Context: an optimization exercise on an open-source flow, tuned for small area, a short achievable clock period and few clock cycles per item. The choices shown serve that exercise and are no tape-out recipe.
The clock input has no modelled driver; a real chip could not lean on it and would need a root buffer or a full tree.
Power figures rest on the tool's default switching activity, not on a simulated workload.

## qspi_memory_interface
module qspi_memory_interface (
    input  wire        clk,
    input  wire        spi_rst_n,
    input  wire        st,
    input  wire        ld,
    input  wire        spi_target,     
    input  wire [15:0] addr,
    input  wire [15:0] data_in,
    output reg  [15:0] data_out,
    output wire        spi_clk,
    output wire        spi_flash_cs,   
    output wire        spi_ram_cs,     
    input  wire [3:0]  spi_data_in,
    output wire [3:0]  spi_data_out,
    output wire [3:0]  spi_data_oe,
    output reg         busy
);
Size in the first run: about 69 I/O pins, ~2700 sq um of cells after synthesis.
==> module qspi_memory_interface, before the edit <==
module qspi_memory_interface (
    input  wire        clk,
    input  wire        spi_rst_n,
    input  wire        st,
    input  wire        ld,
    input  wire        spi_target,     
    input  wire [15:0] addr,
    input  wire [15:0] data_in,
    output reg  [15:0] data_out,
    output wire        spi_clk,
    output wire        spi_flash_cs,   
    output wire        spi_ram_cs,     
    input  wire [3:0]  spi_data_in,
    output wire [3:0]  spi_data_out,
    output wire [3:0]  spi_data_oe,
    output reg         busy
);
    localparam integer LFSR_N = 28;
    localparam integer LFSR_M = 25;
    localparam integer PAT_K  = 15;
    localparam [PAT_K-1:0] PAT = 15'd31999;
    reg  [6:0]  cnt;
    reg         init_done;
    reg  [31:0] sr;
    reg  [3:0]  dq;
    reg         oeq;
    reg         oe0;
    assign spi_clk      = cnt[0];
    assign spi_data_out = dq;
    assign spi_data_oe  = {oeq, oeq, oeq, oe0};
    wire [5:0] b   = cnt[6:1];
    wire       ev  = !cnt[0];
    reg        fl;
    reg        rm;
    assign spi_flash_cs = !fl;
    assign spi_ram_cs   = !rm;
    wire       wr  = oeq;
    wire [15:0] t = data_out;
    wire s66  = t[0] & !t[1];
    wire s99  = t[1] & !t[2];
    wire s06  = t[3] & !t[4];
    wire s31  = t[4] & !t[5];
    wire i_eb = t[9];
    wire i_wait = !t[0] | (t[2] & !t[3]) | (t[5] & !t[9]);
    wire i_cmd_bit =
        (s66 & ((b == 6'd1) || (b == 6'd2) || (b == 6'd5) || (b == 6'd6))) |
        (s99 & ((b == 6'd0) || (b == 6'd3) || (b == 6'd4) || (b == 6'd7))) |
        (s06 & ((b == 6'd5) || (b == 6'd6))) |
        (s31 & ((b == 6'd2) || (b == 6'd3) || (b == 6'd7) || (b == 6'd14))) |
        (i_eb & ((b == 6'd0) || (b == 6'd1) || (b == 6'd2) || (b == 6'd4) ||
                 (b == 6'd6) || (b == 6'd7)));
    wire [6:0] i_last = i_eb ? 7'd39 : (s31 ? 7'd31 : 7'd15);
    wire hit    = (sr[PAT_K-1:0] == PAT);
    wire lfsr_fb = !(sr[LFSR_N-1] ^ sr[LFSR_M-1]);
    wire go_f   = ld & !spi_target;
    wire go_r   = spi_target & (ld | st);
    wire f_end  = (cnt == 7'd30);
    wire r_end  = (b == 6'd47) & (cnt[0] | !wr);
    reg [3:0] f_nib;
    always @(*) begin
        case (b)
            6'd1:    f_nib = {3'b000, sr[31]};
            6'd2:    f_nib = {sr[31], sr[29], sr[27], sr[25]};
            6'd3:    f_nib = {sr[25], sr[23], sr[21], sr[19]};
            6'd4:    f_nib = {sr[19], sr[17], sr[15], sr[13]};
            6'd5:    f_nib = {sr[13], sr[11], sr[9], 1'b0};
            6'd6:    f_nib = 4'b1010;
            default: f_nib = 4'b0000;
        endcase
    end
    wire r_bit = (b == 6'd6) | ((b == 6'd7) & !wr) |
                 ((b >= 6'd15) & (b <= 6'd30) & sr[27]) |
                 ((b >= 6'd32) & sr[28]);
    wire i_step  = busy & ((i_wait & hit) | (!i_wait & fl & (cnt == i_last)));
    wire i_end   = i_step & i_eb;
    wire d_sh4   = init_done & busy & fl & ev & (cnt >= 7'd24);
    wire d_sh1   = init_done ? (busy & rm & !wr & ev & (cnt >= 7'd64)) : (i_step & !i_eb);
    wire d_hold  = !(d_sh4 | d_sh1 | i_end);
    wire d_in1   = spi_data_in[1] | !init_done;
    always @(posedge clk or negedge spi_rst_n) begin
        if (!spi_rst_n)
            data_out <= 16'h0000;
        else
            data_out <= ({16{d_hold}} & data_out) |
                        ({16{d_sh4}}  & {data_out[11:0], spi_data_in}) |
                        ({16{d_sh1}}  & {data_out[14:0], d_in1});
    end
    always @(posedge clk or negedge spi_rst_n) begin
        if (!spi_rst_n) begin
            busy         <= 1'b0;
            fl <= 1'b0;
            rm <= 1'b0;
            init_done    <= 1'b0;
            oeq          <= 1'b0;
            oe0          <= 1'b0;
        end else if (!init_done) begin
            busy <= 1'b1;
            oeq  <= 1'b0;
            oe0  <= 1'b0;
            if (busy && !i_wait) begin
                if (!fl) begin
                    fl <= 1'b1;
                end else begin
                    oe0 <= 1'b1;
                    oeq <= i_eb & (b >= 6'd8);
                    if (cnt == i_last) begin
                        fl <= 1'b0;
                        oe0          <= 1'b0;
                        oeq          <= 1'b0;
                        if (i_eb) begin
                            init_done <= 1'b1;
                            busy      <= 1'b0;
                        end
                    end
                end
            end
        end else if (!busy) begin
            busy         <= go_f | go_r;
            fl <= go_f;
            rm <= go_r;
            oeq          <= go_r & !ld;
            oe0          <= 1'b0;
        end else begin
            if (fl) begin
                oeq <= (cnt < 7'd15);
                oe0 <= (cnt < 7'd15);
                if (f_end) begin
                    busy         <= 1'b0;
                    fl <= 1'b0;
                    oeq          <= 1'b0;
                    oe0          <= 1'b0;
                end
            end else begin
                oe0 <= 1'b1;
                if (r_end) begin
                    busy       <= 1'b0;
                    rm <= 1'b0;
                    oe0        <= 1'b0;
                    oeq        <= 1'b0;
                end
            end
        end
    end
    wire c_run = busy & (init_done ? !(fl ? f_end : r_end)
                                   : (!i_wait & fl & (cnt != i_last)));
    wire [6:0] cnt_nx = c_run ? cnt + 7'd1 : 7'd0;
    always @(posedge clk or negedge spi_rst_n) begin
        if (!spi_rst_n)
            cnt[0] <= 1'b0;
        else
            cnt[0] <= cnt_nx[0];
    end
    always @(posedge clk)
        cnt[6:1] <= cnt_nx[6:1];
    wire [31:0] ring_in;
    genvar gi;
    generate
        for (gi = 0; gi < 16; gi = gi + 1) begin : g_map
            assign ring_in[(2*gi + 31) % 32] = addr[gi];
            assign ring_in[(2*gi + 30) % 32] = data_in[gi];
        end
    endgenerate
    wire sr_load = init_done & !busy;
    wire sr_rot  = busy & (init_done | (i_wait & !hit));
    wire sr_in0  = init_done ? sr[31] : lfsr_fb;
    always @(posedge clk)
        sr <= ({32{sr_load}} & ring_in) | ({32{sr_rot}} & {sr[30:0], sr_in0});
    always @(posedge clk) begin
        if (!init_done)
            dq <= {i_eb & (b == 6'd14), 1'b0, i_eb & (b == 6'd14), i_cmd_bit};
        else if (fl)
            dq <= f_nib;
        else
            dq <= {3'b000, r_bit};
    end
endmodule
clock: 10.0 ns
lec_check: 0
cap_margin: 20
core_margin: 2
core_utilization: 40
slew_margin: 20
standard.sh (not shown) runs the stock make flow with config.mk's settings and CLKGATE_MAP_FILE= SYNTH_SCRIPT=/design/flow/synth_recipe.tcl, a recipe that flattens the netlist after the stock synthesis.
==> flow/flow/run.sh <==
#!/bin/bash
set -euo pipefail
export POST_CTS_TCL="$PWD/flow/post_cts.tcl"
KNOBS=(SETUP_SLACK_MARGIN=7 "BUFFER_PORTS_ARGS=-buffer_cell sky130_fd_sc_hd__buf_1")
bash standard.sh synth "${KNOBS[@]}" > make_synth.log 2>&1

R="$PWD/orfs/results/$FLOW_PLATFORM/qspi_memory_interface/base"
PLAT="$FLOW_HOME/platforms/$FLOW_PLATFORM"
LIB="$PLAT/lib/sky130_fd_sc_hd__tt_025C_1v80.lib"
DU=$(sed -n '/DONT_USE_CELLS/,/^$/p' "$PLAT/config.mk" | grep -o 'sky130_fd_sc_hd__[a-z0-9_]*' | sed 's/^/-dont_use /' | tr '\n' ' ')
YOSYS=yosys
if [[ -x "$FLOW_HOME/../tools/install/yosys/bin/yosys" ]]; then YOSYS="$FLOW_HOME/../tools/install/yosys/bin/yosys"; fi
cp "$R/1_2_yosys.v" netlist_in.v
sed -e "s|LIBERTY|$LIB|g" -e "s|DONT_USE|$DU|" flow/remap.ys > remap.ys
"$YOSYS" -s remap.ys > yosys_remap.log 2>&1
cp netlist_out.v "$R/1_2_yosys.v"
rm -f "$R/1_synth.odb" "$R/1_synth.sdc"

bash standard.sh finish "${KNOBS[@]}" > make_finish.log 2>&1
Other scripts of this flow, unchanged in this note and not shown: flow/flow/clocktree.tcl, flow/flow/post_cts.tcl, flow/flow/remap.ys
The baseline finished with timing, DRC and antenna clean.
==> next run, changes <==
--- a/flow/design.v
+++ b/flow/design.v
@@ -9,6 +9,6 @@
     output reg  [15:0] data_out,
     output wire        spi_clk,
-    output wire        spi_flash_cs,   
-    output wire        spi_ram_cs,     
+    output reg         spi_flash_cs,   
+    output reg         spi_ram_cs,     
     input  wire [3:0]  spi_data_in,
     output wire [3:0]  spi_data_out,
@@ -31,8 +31,6 @@
     wire [5:0] b   = cnt[6:1];
     wire       ev  = !cnt[0];
-    reg        fl;
-    reg        rm;
-    assign spi_flash_cs = !fl;
-    assign spi_ram_cs   = !rm;
+    wire       fl  = !spi_flash_cs;
+    wire       rm  = !spi_ram_cs;
     wire       wr  = oeq;
     wire [15:0] t = data_out;
@@ -50,11 +48,12 @@
         (i_eb & ((b == 6'd0) || (b == 6'd1) || (b == 6'd2) || (b == 6'd4) ||
                  (b == 6'd6) || (b == 6'd7)));
-    wire [6:0] i_last = i_eb ? 7'd39 : (s31 ? 7'd31 : 7'd15);
+    wire i_last = (cnt[2:0] == 3'b111) &
+                  (i_eb ? cnt[5] : (s31 ? (cnt[4] & cnt[3]) : cnt[3]));
     wire hit    = (sr[PAT_K-1:0] == PAT);
     wire lfsr_fb = !(sr[LFSR_N-1] ^ sr[LFSR_M-1]);
     wire go_f   = ld & !spi_target;
     wire go_r   = spi_target & (ld | st);
-    wire f_end  = (cnt == 7'd30);
-    wire r_end  = (b == 6'd47) & (cnt[0] | !wr);
+    wire f_end  = (cnt[4:1] == 4'b1111);
+    wire r_end  = cnt[6] & (cnt[4:1] == 4'b1111) & (cnt[0] | !wr);
     reg [3:0] f_nib;
     always @(*) begin
@@ -71,9 +70,9 @@
     wire r_bit = (b == 6'd6) | ((b == 6'd7) & !wr) |
                  ((b >= 6'd15) & (b <= 6'd30) & sr[27]) |
-                 ((b >= 6'd32) & sr[28]);
-    wire i_step  = busy & ((i_wait & hit) | (!i_wait & fl & (cnt == i_last)));
+                 (cnt[6] & sr[28]);
+    wire i_step  = busy & ((i_wait & hit) | (!i_wait & fl & i_last));
     wire i_end   = i_step & i_eb;
-    wire d_sh4   = init_done & busy & fl & ev & (cnt >= 7'd24);
-    wire d_sh1   = init_done ? (busy & rm & !wr & ev & (cnt >= 7'd64)) : (i_step & !i_eb);
+    wire d_sh4   = init_done & busy & fl & ev & (cnt[4] & cnt[3]);
+    wire d_sh1   = init_done ? (busy & rm & !wr & ev & cnt[6]) : (i_step & !i_eb);
     wire d_hold  = !(d_sh4 | d_sh1 | i_end);
     wire d_in1   = spi_data_in[1] | !init_done;
@@ -89,6 +88,6 @@
         if (!spi_rst_n) begin
             busy         <= 1'b0;
-            fl <= 1'b0;
-            rm <= 1'b0;
+            spi_flash_cs <= 1'b1;
+            spi_ram_cs   <= 1'b1;
             init_done    <= 1'b0;
             oeq          <= 1'b0;
@@ -99,11 +98,11 @@
             oe0  <= 1'b0;
             if (busy && !i_wait) begin
-                if (!fl) begin
-                    fl <= 1'b1;
+                if (spi_flash_cs) begin
+                    spi_flash_cs <= 1'b0;
                 end else begin
                     oe0 <= 1'b1;
                     oeq <= i_eb & (b >= 6'd8);
-                    if (cnt == i_last) begin
-                        fl <= 1'b0;
+                    if (i_last) begin
+                        spi_flash_cs <= 1'b1;
                         oe0          <= 1'b0;
                         oeq          <= 1'b0;
@@ -117,15 +116,15 @@
         end else if (!busy) begin
             busy         <= go_f | go_r;
-            fl <= go_f;
-            rm <= go_r;
+            spi_flash_cs <= !go_f;
+            spi_ram_cs   <= !go_r;
             oeq          <= go_r & !ld;
             oe0          <= 1'b0;
         end else begin
             if (fl) begin
-                oeq <= (cnt < 7'd15);
-                oe0 <= (cnt < 7'd15);
+                oeq <= (cnt[6:4] == 3'd0);
+                oe0 <= (cnt[6:4] == 3'd0);
                 if (f_end) begin
                     busy         <= 1'b0;
-                    fl <= 1'b0;
+                    spi_flash_cs <= 1'b1;
                     oeq          <= 1'b0;
                     oe0          <= 1'b0;
@@ -135,5 +134,5 @@
                 if (r_end) begin
                     busy       <= 1'b0;
-                    rm <= 1'b0;
+                    spi_ram_cs <= 1'b1;
                     oe0        <= 1'b0;
                     oeq        <= 1'b0;
@@ -143,5 +142,5 @@
     end
     wire c_run = busy & (init_done ? !(fl ? f_end : r_end)
-                                   : (!i_wait & fl & (cnt != i_last)));
+                                   : (!i_wait & fl & !i_last));
     wire [6:0] cnt_nx = c_run ? cnt + 7'd1 : 7'd0;
     always @(posedge clk or negedge spi_rst_n) begin
Design area goes down by 1.9%. Area after synthesis drops by 2.5%. Global-route usage barely changes. Wire length went down by 0.82%. Clock power hardly moves. Total power barely changes. Final cell count came out lower by 4.1%. Clock skew shrinks by 0.0065 ns. Worst hold slack got worse by 0.0063 ns. Fmax came out lower by 0.53%. Core utilization goes up by 1.3 points. Sequential share of layout area goes up by 1.1 points. Synthesized cell count goes down by 4.7%.
No functional check of the RTL was part of any run of this note. In every run of this note, the design's own scripts or RTL, not TritonCTS, make the clock network.

[static timing again, ports no longer ideal]
No port has a modelled driver above. Below, the same layouts with a new extraction and two added sets of constraints. Step 1 (the two cells are an assumption about what drives the block):
set clk [get_ports {clk}]
set_driving_cell -lib_cell sky130_fd_sc_hd__clkbuf_16 $clk
set_driving_cell -lib_cell sky130_fd_sc_hd__buf_2 [delete_from_list [all_inputs] $clk]
Step 2 times the ports against the registers' clock, not the clock port: input delays grow and output delays shrink by t, the midpoint of the rising clock arrivals with the driver on. a / b / c = no drivers / after step 1 / after step 2; a / b = the first two.
run	t (ns)	slack for setup (ns)	worst setup path after step 2	worst data-port slew with drivers (ns)
the first run	0.208	7.152 / 7.094 / 7.222	input to register	0.04
the second run	0.206	7.137 / 7.077 / 7.251	input to register	0.03
After both steps every run listed still meets setup and hold.
